Background: an optimization exercise with open tools, aiming at small area and a short achievable clock period. Do not read the settings as production practice.
Only simulation tests tie the RTL to the original design; equivalence was not proved.
The flow treats the clock pin as an ideal source. Dropping or thinning the clock tree relies on that and would not hold on a real chip.
Power is estimated from default activity; no workload was simulated.

==> flow/design.v (excerpt) <==
module axi_csr_fifo_top #(
    parameter ADDR_WIDTH = 12,
    parameter DATA_WIDTH = 32,
    parameter FIFO_DEPTH = 16
)(
    input  wire                         ACLK,
    input  wire                         ARESETn,
    input  wire [ADDR_WIDTH - 1:0]      S_AXI_AWADDR,
    input  wire                         S_AXI_AWVALID,
    output wire                         S_AXI_AWREADY,
    input  wire [DATA_WIDTH - 1:0]      S_AXI_WDATA,
    input  wire [(DATA_WIDTH/8) - 1:0]  S_AXI_WSTRB,
    input  wire                         S_AXI_WVALID,
    output wire                         S_AXI_WREADY,
    output wire [1:0]                   S_AXI_BRESP,
    output wire                         S_AXI_BVALID,
    input  wire                         S_AXI_BREADY,
    input  wire [ADDR_WIDTH - 1:0]      S_AXI_ARADDR,
    input  wire                         S_AXI_ARVALID,
    output wire                         S_AXI_ARREADY,
    output wire [DATA_WIDTH - 1:0]      S_AXI_RDATA,
    output wire [1:0]                   S_AXI_RRESP,
    output wire                         S_AXI_RVALID,
    input  wire                         S_AXI_RREADY,
    input  wire                         wr_en,
    input  wire                         rd_en,
    input  wire [DATA_WIDTH - 1:0]      data_in,
    output reg  [DATA_WIDTH - 1:0]      data_out
);
clock: 5.0 ns
lec_check: 0
cap_margin: 20
core_margin: 2
core_utilization: 42
setup_slack_margin: 3.15
slew_margin: 20
tns_end_percent: 5
standard.sh (not shown) runs the stock make flow with config.mk's settings and CLKGATE_MAP_FILE= SYNTH_SCRIPT=/design/flow/synth_recipe.tcl, a recipe that flattens the netlist after the stock synthesis.
==> flow/flow/run.sh <==
#!/bin/bash
# The standard layout (standard.sh), with two changes:
#  - ports are buffered with buf_2 instead of the default pick;
#  - the clock tree is a balanced two-level tree built by flow/pre_cts.tcl:
#    the clock port feeds 4 root buffers (buf_12), which feed 28 leaf
#    buffers (clkbuf_16), each driving an equal-sized spatial cluster of
#    flip-flops. The standard clock_tree_synthesis call is skipped; the rest
#    of the CTS step (timing repair, legalisation) runs as usual.
# Each step's full log is in orfs/logs/; standard.sh's own output goes to
# standard.log.
set -euo pipefail
here=$(pwd)
export PRE_CTS_TCL=$here/flow/pre_cts.tcl
export BUFFER_PORTS_ARGS="-buffer_cell sky130_fd_sc_hd__buf_2"
bash standard.sh > standard.log 2>&1
==> flow/flow/pre_cts.tcl <==
# Runs before the standard CTS step: build the clock tree here and turn the
# standard clock_tree_synthesis call into a no-op.
source [file join [file dirname [info script]] clock_tree.tcl]
ct_build ACLK 28 4 sky130_fd_sc_hd__clkbuf_16 sky130_fd_sc_hd__buf_12
rename clock_tree_synthesis ct_standard_cts
proc clock_tree_synthesis {args} {
  puts "clock_tree_synthesis skipped: the tree was built by pre_cts.tcl"
  set_propagated_clock [all_clocks]
}
Other scripts of this flow, unchanged in this note and not shown: flow/flow/clock_tree.tcl
The first run completed with no timing, DRC or antenna violations.
==> next run, changes <==
--- a/flow/flow/run.sh
+++ b/flow/flow/run.sh
@@ -3,5 +3,5 @@
 #  - ports are buffered with buf_2 instead of the default pick;
 #  - the clock tree is a balanced two-level tree built by flow/pre_cts.tcl:
-#    the clock port feeds 4 root buffers (buf_12), which feed 28 leaf
+#    the clock port feeds 4 root buffers (buf_12), which feed 24 leaf
 #    buffers (clkbuf_16), each driving an equal-sized spatial cluster of
 #    flip-flops. The standard clock_tree_synthesis call is skipped; the rest
--- a/flow/flow/pre_cts.tcl
+++ b/flow/flow/pre_cts.tcl
@@ -2,5 +2,5 @@
 # standard clock_tree_synthesis call into a no-op.
 source [file join [file dirname [info script]] clock_tree.tcl]
-ct_build ACLK 28 4 sky130_fd_sc_hd__clkbuf_16 sky130_fd_sc_hd__buf_12
+ct_build ACLK 24 4 sky130_fd_sc_hd__clkbuf_16 sky130_fd_sc_hd__buf_12
 rename clock_tree_synthesis ct_standard_cts
 proc clock_tree_synthesis {args} {
--- a/flow/config.mk
+++ b/flow/config.mk
@@ -9,5 +9,4 @@
 export CORE_MARGIN = 2
 export CORE_UTILIZATION = 42
-export SETUP_SLACK_MARGIN = 3.15
+export SETUP_SLACK_MARGIN = 3.05
 export SLEW_MARGIN = 20
-export TNS_END_PERCENT = 5
After rerunning: Clock skew grows by 0.0051 ns. Wire length drops by 4.2%. Sequential power is about the same. Die area is unchanged.
==> next run, changes <==
--- a/flow/flow/run.sh
+++ b/flow/flow/run.sh
@@ -3,5 +3,5 @@
 #  - ports are buffered with buf_2 instead of the default pick;
 #  - the clock tree is a balanced two-level tree built by flow/pre_cts.tcl:
-#    the clock port feeds 4 root buffers (buf_12), which feed 24 leaf
+#    the clock port feeds 4 root buffers (buf_12), which feed 28 leaf
 #    buffers (clkbuf_16), each driving an equal-sized spatial cluster of
 #    flip-flops. The standard clock_tree_synthesis call is skipped; the rest
--- a/flow/flow/pre_cts.tcl
+++ b/flow/flow/pre_cts.tcl
@@ -2,5 +2,5 @@
 # standard clock_tree_synthesis call into a no-op.
 source [file join [file dirname [info script]] clock_tree.tcl]
-ct_build ACLK 24 4 sky130_fd_sc_hd__clkbuf_16 sky130_fd_sc_hd__buf_12
+ct_build ACLK 28 4 sky130_fd_sc_hd__clkbuf_16 sky130_fd_sc_hd__buf_12
 rename clock_tree_synthesis ct_standard_cts
 proc clock_tree_synthesis {args} {
--- a/flow/config.mk
+++ b/flow/config.mk
@@ -9,4 +9,5 @@
 export CORE_MARGIN = 2
 export CORE_UTILIZATION = 42
+export GPL_ROUTABILITY_DRIVEN = 0
 export SETUP_SLACK_MARGIN = 3.05
 export SLEW_MARGIN = 20
Result: Global-route usage decreases by 0.67 points. First-iteration DRC count is higher by 7.8%. Flip-flop and latch count is unchanged. Cell area hardly moves. Total power climbs by about 2%.
==> next run, changes <==
--- a/flow/config.mk
+++ b/flow/config.mk
@@ -8,6 +8,5 @@
 export CAP_MARGIN = 20
 export CORE_MARGIN = 2
-export CORE_UTILIZATION = 42
-export GPL_ROUTABILITY_DRIVEN = 0
+export CORE_UTILIZATION = 36
 export SETUP_SLACK_MARGIN = 3.05
 export SLEW_MARGIN = 20
After rerunning:
- The changed run ran to the end with no violations
- final cell count is higher by 4.5%
- wire length is higher by 5.1%
- setup slack is worse by 0.063 ns
- sequential power hardly moves
- via count is higher by 2.1%
- global-route usage is lower by 1.8 points
- total power barely changes
In every run of this note, the design's own scripts or RTL, not TritonCTS, make the clock network.


Another version of the RTL of axi_csr_fifo_top (not shown whole).
Size: about 1300 cells after synthesis, ~660 flip-flops, roughly 24000 um^2 of cells after synthesis.
==> flow/design.v (excerpt) <==
module axi_csr_fifo_top #(
    parameter ADDR_WIDTH = 12,
    parameter DATA_WIDTH = 32,
    parameter FIFO_DEPTH = 16
)(
    input  wire                         ACLK,
    input  wire                         ARESETn,
    input  wire [ADDR_WIDTH - 1:0]      S_AXI_AWADDR,
    input  wire                         S_AXI_AWVALID,
    output wire                         S_AXI_AWREADY,
    input  wire [DATA_WIDTH - 1:0]      S_AXI_WDATA,
    input  wire [(DATA_WIDTH/8) - 1:0]  S_AXI_WSTRB,
    input  wire                         S_AXI_WVALID,
    output wire                         S_AXI_WREADY,
    output wire [1:0]                   S_AXI_BRESP,
    output wire                         S_AXI_BVALID,
    input  wire                         S_AXI_BREADY,
    input  wire [ADDR_WIDTH - 1:0]      S_AXI_ARADDR,
    input  wire                         S_AXI_ARVALID,
    output wire                         S_AXI_ARREADY,
    output wire [DATA_WIDTH - 1:0]      S_AXI_RDATA,
    output wire [1:0]                   S_AXI_RRESP,
    output wire                         S_AXI_RVALID,
    input  wire                         S_AXI_RREADY,
    input  wire                         wr_en,
    input  wire                         rd_en,
    input  wire [DATA_WIDTH - 1:0]      data_in,
    output reg  [DATA_WIDTH - 1:0]      data_out
);
Settings: LEC_CHECK=0, CAP_MARGIN=20, CORE_MARGIN=2, CORE_UTILIZATION=42, SETUP_SLACK_MARGIN=3.1, SLEW_MARGIN=20; clock period 5.0 ns.
==> flow/flow/run.sh <==
#!/bin/bash
# The standard layout (standard.sh), with two changes:
#  - ports are buffered with buf_2 instead of the default pick;
#  - the clock tree is a balanced two-level tree built by flow/pre_cts.tcl:
#    the clock port feeds 4 root buffers (buf_12), which feed 28 leaf
#    buffers (clkbuf_16), each driving an equal-sized spatial cluster of
#    flip-flops. The standard clock_tree_synthesis call is skipped; the rest
#    of the CTS step (timing repair, legalisation) runs as usual.
# Each step's full log is in orfs/logs/; standard.sh's own output goes to
# standard.log.
set -euo pipefail
here=$(pwd)
export PRE_CTS_TCL=$here/flow/pre_cts.tcl
export BUFFER_PORTS_ARGS="-buffer_cell sky130_fd_sc_hd__buf_2"
bash standard.sh > standard.log 2>&1
==> flow/flow/clock_tree.tcl <==
# Two-level clock tree built before the standard CTS step, which is then
# skipped: clock port -> NROOT root buffers -> NLEAF leaf buffers -> flops.
# Flops are split into NLEAF spatial clusters of (nearly) equal size, each
# driven by one leaf buffer at its centre; leaves are split the same way
# among the root buffers. Every flop sees the same two buffer stages.

proc ct_centres {pts k} {
  # k-means seeds spread along the sorted point list
  set n [llength $pts]
  set cs {}
  for {set i 0} {$i < $k} {incr i} { lappend cs [lindex $pts [expr {int(($i + 0.5) * $n / $k)}]] }
  return $cs
}

# Capacity-limited k-means: every cluster gets at most cap points.
proc ct_cluster {pts k iters} {
  set n [llength $pts]
  set cap [expr {int(ceil(double($n) / $k))}]
  set cs [ct_centres [lsort -real -index 0 $pts] $k]
  set asg {}
  for {set it 0} {$it < $iters} {incr it} {
    set pairs {}
    set j 0
    foreach p $pts {
      lassign $p x y
      set c 0
      foreach q $cs {
        lassign $q cx cy
        lappend pairs [list [expr {($x-$cx)*($x-$cx)+($y-$cy)*($y-$cy)}] $j $c]
        incr c
      }
      incr j
    }
    set pairs [lsort -real -index 0 $pairs]
    set asg [lrepeat $n -1]
    set cnt [lrepeat $k 0]
    set left $n
    foreach pr $pairs {
      lassign $pr d j c
      if {[lindex $asg $j] >= 0 || [lindex $cnt $c] >= $cap} continue
      lset asg $j $c
      lset cnt $c [expr {[lindex $cnt $c] + 1}]
      if {[incr left -1] == 0} break
    }
    set sx [lrepeat $k 0.0]; set sy [lrepeat $k 0.0]
    set j 0
    foreach p $pts {
      set a [lindex $asg $j]
      lset sx $a [expr {[lindex $sx $a] + [lindex $p 0]}]
      lset sy $a [expr {[lindex $sy $a] + [lindex $p 1]}]
      incr j
    }
    set ncs {}
    for {set c 0} {$c < $k} {incr c} {
      set m [lindex $cnt $c]
      if {$m > 0} {
        lappend ncs [list [expr {[lindex $sx $c] / $m}] [expr {[lindex $sy $c] / $m}]]
      } else {
        lappend ncs [lindex $cs $c]
      }
    }
    set cs $ncs
  }
  return [list $asg $cs]
}

proc ct_place {inst xy} {
  lassign $xy x y
  set m [$inst getMaster]
  $inst setLocation [expr {int($x - [$m getWidth] / 2)}] [expr {int($y - [$m getHeight] / 2)}]
  $inst setPlacementStatus PLACED
}

proc ct_build {clkport nleaf nroot leafbuf rootbuf} {
  set db [ord::get_db]
  set block [ord::get_db_block]
  set clknet [$block findNet $clkport]
  set sinks {}
  set pts {}
  foreach it [$clknet getITerms] {
    set bb [[$it getInst] getBBox]
    lappend sinks $it
    lappend pts [list [expr {([$bb xMin] + [$bb xMax]) / 2.0}] [expr {([$bb yMin] + [$bb yMax]) / 2.0}]]
  }
  puts "clock_tree: [llength $sinks] sinks, $nleaf leaves, $nroot roots"
  lassign [ct_cluster $pts $nleaf 12] asg cs
  set leaves {}
  for {set c 0} {$c < $nleaf} {incr c} {
    set inst [odb::dbInst_create $block [$db findMaster $leafbuf] "clkbuf_leaf_$c"]
    ct_place $inst [lindex $cs $c]
    set net [odb::dbNet_create $block "clknet_leaf_$c"]
    $net setSigType CLOCK
    [$inst findITerm X] connect $net
    lappend leaves $inst
  }
  set j 0
  foreach it $sinks {
    $it disconnect
    $it connect [$block findNet "clknet_leaf_[lindex $asg $j]"]
    incr j
  }
  lassign [ct_cluster $cs $nroot 12] rasg rcs
  for {set r 0} {$r < $nroot} {incr r} {
    set inst [odb::dbInst_create $block [$db findMaster $rootbuf] "clkbuf_root_$r"]
    ct_place $inst [lindex $rcs $r]
    set net [odb::dbNet_create $block "clknet_root_$r"]
    $net setSigType CLOCK
    [$inst findITerm X] connect $net
    [$inst findITerm A] connect $clknet
  }
  set j 0
  foreach l $leaves {
    [$l findITerm A] connect [$block findNet "clknet_root_[lindex $rasg $j]"]
    incr j
  }
  $clknet setSigType CLOCK
}
==> flow/flow/pre_cts.tcl <==
# Runs before the standard CTS step: build the clock tree here and turn the
# standard clock_tree_synthesis call into a no-op.
source [file join [file dirname [info script]] clock_tree.tcl]
ct_build ACLK 28 4 sky130_fd_sc_hd__clkbuf_16 sky130_fd_sc_hd__buf_12
rename clock_tree_synthesis ct_standard_cts
proc clock_tree_synthesis {args} {
  puts "clock_tree_synthesis skipped: the tree was built by pre_cts.tcl"
  set_propagated_clock [all_clocks]
}
Then changed:
--- a/flow/flow/run.sh
+++ b/flow/flow/run.sh
@@ -5,2 +5,2 @@
-#    the clock port feeds 4 root buffers (buf_12), which feed 28 leaf
-#    buffers (clkbuf_16), each driving an equal-sized spatial cluster of
+#    the clock port feeds 4 root buffers (buf_12), which feed 32 leaf
+#    buffers (clkbuf_16), each driving a spatial cluster of about 20
--- a/flow/flow/clock_tree.tcl
+++ b/flow/flow/clock_tree.tcl
@@ -15 +15,2 @@
-# Capacity-limited k-means: every cluster gets at most cap points.
+# Capacity-limited k-means: every cluster gets at most cap points, 10%
+# over the average so that no point is pushed into a far cluster.
@@ -18 +19 @@
-  set cap [expr {int(ceil(double($n) / $k))}]
+  set cap [expr {int(ceil(1.1 * $n / $k))}]
--- a/flow/flow/pre_cts.tcl
+++ b/flow/flow/pre_cts.tcl
@@ -4 +4 @@
-ct_build ACLK 28 4 sky130_fd_sc_hd__clkbuf_16 sky130_fd_sc_hd__buf_12
+ct_build ACLK 32 4 sky130_fd_sc_hd__clkbuf_16 sky130_fd_sc_hd__buf_12
What happened:
- critical path depth does not change
- via count rose by about 1.1%
- first-iteration DRC count rose by about 3.7%
- global-route usage fell by 0.65 points
- register-to-register slack degrades by 0.15 ns
- hold slack degrades by 0.0049 ns
- final area rose by about 0.37%
- cell count rose by about 0.45%
Then changed:
--- a/flow/flow/run.sh
+++ b/flow/flow/run.sh
@@ -5,2 +5,2 @@
-#    the clock port feeds 4 root buffers (buf_12), which feed 32 leaf
-#    buffers (clkbuf_16), each driving a spatial cluster of about 20
+#    the clock port feeds 4 root buffers (buf_12), which feed 28 leaf
+#    buffers (clkbuf_16), each driving an equal-sized spatial cluster of
--- a/flow/flow/clock_tree.tcl
+++ b/flow/flow/clock_tree.tcl
@@ -3 +3 @@
-# Flops are split into NLEAF spatial clusters of (nearly) equal size, each
+# Flops are split into NLEAF spatial clusters of equal size (up to one), each
@@ -15,2 +15 @@
-# Capacity-limited k-means: every cluster gets at most cap points, 10%
-# over the average so that no point is pushed into a far cluster.
+# Capacity-limited k-means: every cluster gets at most cap points.
@@ -19 +18 @@
-  set cap [expr {int(ceil(1.1 * $n / $k))}]
+  set cap [expr {int(ceil(double($n) / $k))}]
@@ -45,0 +45 @@
+    if {$it >= $iters - 2} { set asg [ct_swap $pts $asg $cs $k] }
@@ -65,0 +66,48 @@
+}
+
+# Pairwise swaps between clusters that shorten the summed point-to-centre
+# distance; sizes stay the same, and points the greedy pass pushed into a
+# far cluster are traded back towards their own area.
+proc ct_dist {p c} {
+  lassign $p x y
+  lassign $c cx cy
+  return [expr {abs($x - $cx) + abs($y - $cy)}]
+}
+proc ct_swap {pts asg cs k} {
+  set n [llength $pts]
+  for {set pass 0} {$pass < 4} {incr pass} {
+    set members {}
+    for {set c 0} {$c < $k} {incr c} { lappend members {} }
+    for {set j 0} {$j < $n} {incr j} {
+      set a [lindex $asg $j]
+      lset members $a [concat [lindex $members $a] $j]
+    }
+    set moved 0
+    for {set j 0} {$j < $n} {incr j} {
+      set p [lindex $pts $j]
+      set a [lindex $asg $j]
+      set dpa [ct_dist $p [lindex $cs $a]]
+      set best 0.0; set bq -1; set bb -1
+      for {set b 0} {$b < $k} {incr b} {
+        if {$b == $a} continue
+        set gain0 [expr {$dpa - [ct_dist $p [lindex $cs $b]]}]
+        if {$gain0 <= $best} continue
+        foreach q [lindex $members $b] {
+          set qp [lindex $pts $q]
+          set g [expr {$gain0 + [ct_dist $qp [lindex $cs $b]] - [ct_dist $qp [lindex $cs $a]]}]
+          if {$g > $best} { set best $g; set bq $q; set bb $b }
+        }
+      }
+      if {$bq >= 0} {
+        lset asg $j $bb
+        lset asg $bq $a
+        set mj [lsearch -exact [lindex $members $a] $j]
+        lset members $a [lreplace [lindex $members $a] $mj $mj $bq]
+        set mq [lsearch -exact [lindex $members $bb] $bq]
+        lset members $bb [lreplace [lindex $members $bb] $mq $mq $j]
+        incr moved
+      }
+    }
+    if {$moved == 0} break
+  }
+  return $asg
--- a/flow/flow/pre_cts.tcl
+++ b/flow/flow/pre_cts.tcl
@@ -4 +4 @@
-ct_build ACLK 32 4 sky130_fd_sc_hd__clkbuf_16 sky130_fd_sc_hd__buf_12
+ct_build ACLK 28 4 sky130_fd_sc_hd__clkbuf_16 sky130_fd_sc_hd__buf_12
SETUP_SLACK_MARGIN = 3.05   (was 3.1)
Outcome: Worst hold slack gains 0.011 ns. Final area drops by 2.2%. Routed wire length drops by 7.8%. Global-route usage drops by 0.32 points. Total power drops by 1.9%. Area after synthesis is unchanged. Setup slack loses 0.034 ns. Critical path depth climbs by 1. Sequential share of layout area climbs by 1.5 points.
Then changed:
--- a/flow/flow/run.sh
+++ b/flow/flow/run.sh
@@ -5,2 +5,2 @@
-#    the clock port feeds 4 root buffers (buf_12), which feed 28 leaf
-#    buffers (clkbuf_16), each driving an equal-sized spatial cluster of
+#    the clock port feeds 4 root buffers (buf_12), which feed 32 leaf
+#    buffers (clkbuf_16), each driving a spatial cluster of about 20
--- a/flow/flow/clock_tree.tcl
+++ b/flow/flow/clock_tree.tcl
@@ -3 +3 @@
-# Flops are split into NLEAF spatial clusters of equal size (up to one), each
+# Flops are split into NLEAF spatial clusters of (nearly) equal size, each
@@ -15 +15,2 @@
-# Capacity-limited k-means: every cluster gets at most cap points.
+# Capacity-limited k-means: every cluster gets at most cap points, 10%
+# over the average so that no point is pushed into a far cluster.
@@ -18 +19 @@
-  set cap [expr {int(ceil(double($n) / $k))}]
+  set cap [expr {int(ceil(1.1 * $n / $k))}]
@@ -45 +45,0 @@
-    if {$it >= $iters - 2} { set asg [ct_swap $pts $asg $cs $k] }
@@ -66,48 +65,0 @@
-}
-
-# Pairwise swaps between clusters that shorten the summed point-to-centre
-# distance; sizes stay the same, and points the greedy pass pushed into a
-# far cluster are traded back towards their own area.
-proc ct_dist {p c} {
-  lassign $p x y
-  lassign $c cx cy
-  return [expr {abs($x - $cx) + abs($y - $cy)}]
-}
-proc ct_swap {pts asg cs k} {
-  set n [llength $pts]
-  for {set pass 0} {$pass < 4} {incr pass} {
-    set members {}
-    for {set c 0} {$c < $k} {incr c} { lappend members {} }
-    for {set j 0} {$j < $n} {incr j} {
-      set a [lindex $asg $j]
-      lset members $a [concat [lindex $members $a] $j]
-    }
-    set moved 0
-    for {set j 0} {$j < $n} {incr j} {
-      set p [lindex $pts $j]
-      set a [lindex $asg $j]
-      set dpa [ct_dist $p [lindex $cs $a]]
-      set best 0.0; set bq -1; set bb -1
-      for {set b 0} {$b < $k} {incr b} {
-        if {$b == $a} continue
-        set gain0 [expr {$dpa - [ct_dist $p [lindex $cs $b]]}]
-        if {$gain0 <= $best} continue
-        foreach q [lindex $members $b] {
-          set qp [lindex $pts $q]
-          set g [expr {$gain0 + [ct_dist $qp [lindex $cs $b]] - [ct_dist $qp [lindex $cs $a]]}]
-          if {$g > $best} { set best $g; set bq $q; set bb $b }
-        }
-      }
-      if {$bq >= 0} {
-        lset asg $j $bb
-        lset asg $bq $a
-        set mj [lsearch -exact [lindex $members $a] $j]
-        lset members $a [lreplace [lindex $members $a] $mj $mj $bq]
-        set mq [lsearch -exact [lindex $members $bb] $bq]
-        lset members $bb [lreplace [lindex $members $bb] $mq $mq $j]
-        incr moved
-      }
-    }
-    if {$moved == 0} break
-  }
-  return $asg
--- a/flow/flow/pre_cts.tcl
+++ b/flow/flow/pre_cts.tcl
@@ -4 +4 @@
-ct_build ACLK 28 4 sky130_fd_sc_hd__clkbuf_16 sky130_fd_sc_hd__buf_12
+ct_build ACLK 32 4 sky130_fd_sc_hd__clkbuf_16 sky130_fd_sc_hd__buf_12
Effect:
- sequential share of layout area came out lower by 0.62 points
- worst setup slack gains 0.083 ns
- register-to-register slack loses 0.06 ns
- clock power came out higher by about 6%
No run of this note takes its clock network from TritonCTS; it comes from the design's own scripts or RTL.

-- port drivers added, routing unchanged --
Ports are ideal in the flow. The routed layouts listed here were re-timed in OpenROAD.
Step 1: set_driving_cell puts a clkbuf_16 on ACLK and a buf_2 on each other input, an assumption about the parent block.
Step 2 times the ports against the registers' clock, not the clock port: input delays grow and output delays shrink by t, the midpoint of the rising clock arrivals with the driver on.
a / b / c = ideal / step 1 / step 2; a / b = the first two.
run	shift t [ns]	setup slack, ns	worst setup path after step 2	worst register clock-pin slew, ns	worst slew at a driven data input, ns
the first run of note 1	0.459	3.080 / 2.967 / 2.549	input to register	0.09 / 0.09	0.21
the second run of note 1	0.460	3.071 / 2.952 / 2.664	input to register	0.11 / 0.11	0.10
the third run of note 1	0.460	3.096 / 2.974 / 2.698	input to register	0.10 / 0.10	0.12
the fourth run of note 1	0.464	3.033 / 2.953 / 2.652	input to register	0.09 / 0.09	0.10
the first run of note 2	0.470	3.062 / 2.939 / 2.614	input to register	0.13 / 0.13	0.21
the second run of note 2	0.466	2.993 / 2.912 / 2.606	input to register	0.09 / 0.09	0.18
the third run of note 2	0.472	2.959 / 2.925 / 2.560	input to register	0.09 / 0.09	0.10
the fourth run of note 2	0.473	3.043 / 2.944 / 2.624	input to register	0.09 / 0.09	0.18
After both steps setup and hold are still met in every run listed. The setup slack of the first run of note 1, which loses most, moves by -0.113 ns with the drivers and by -0.531 ns with both steps.
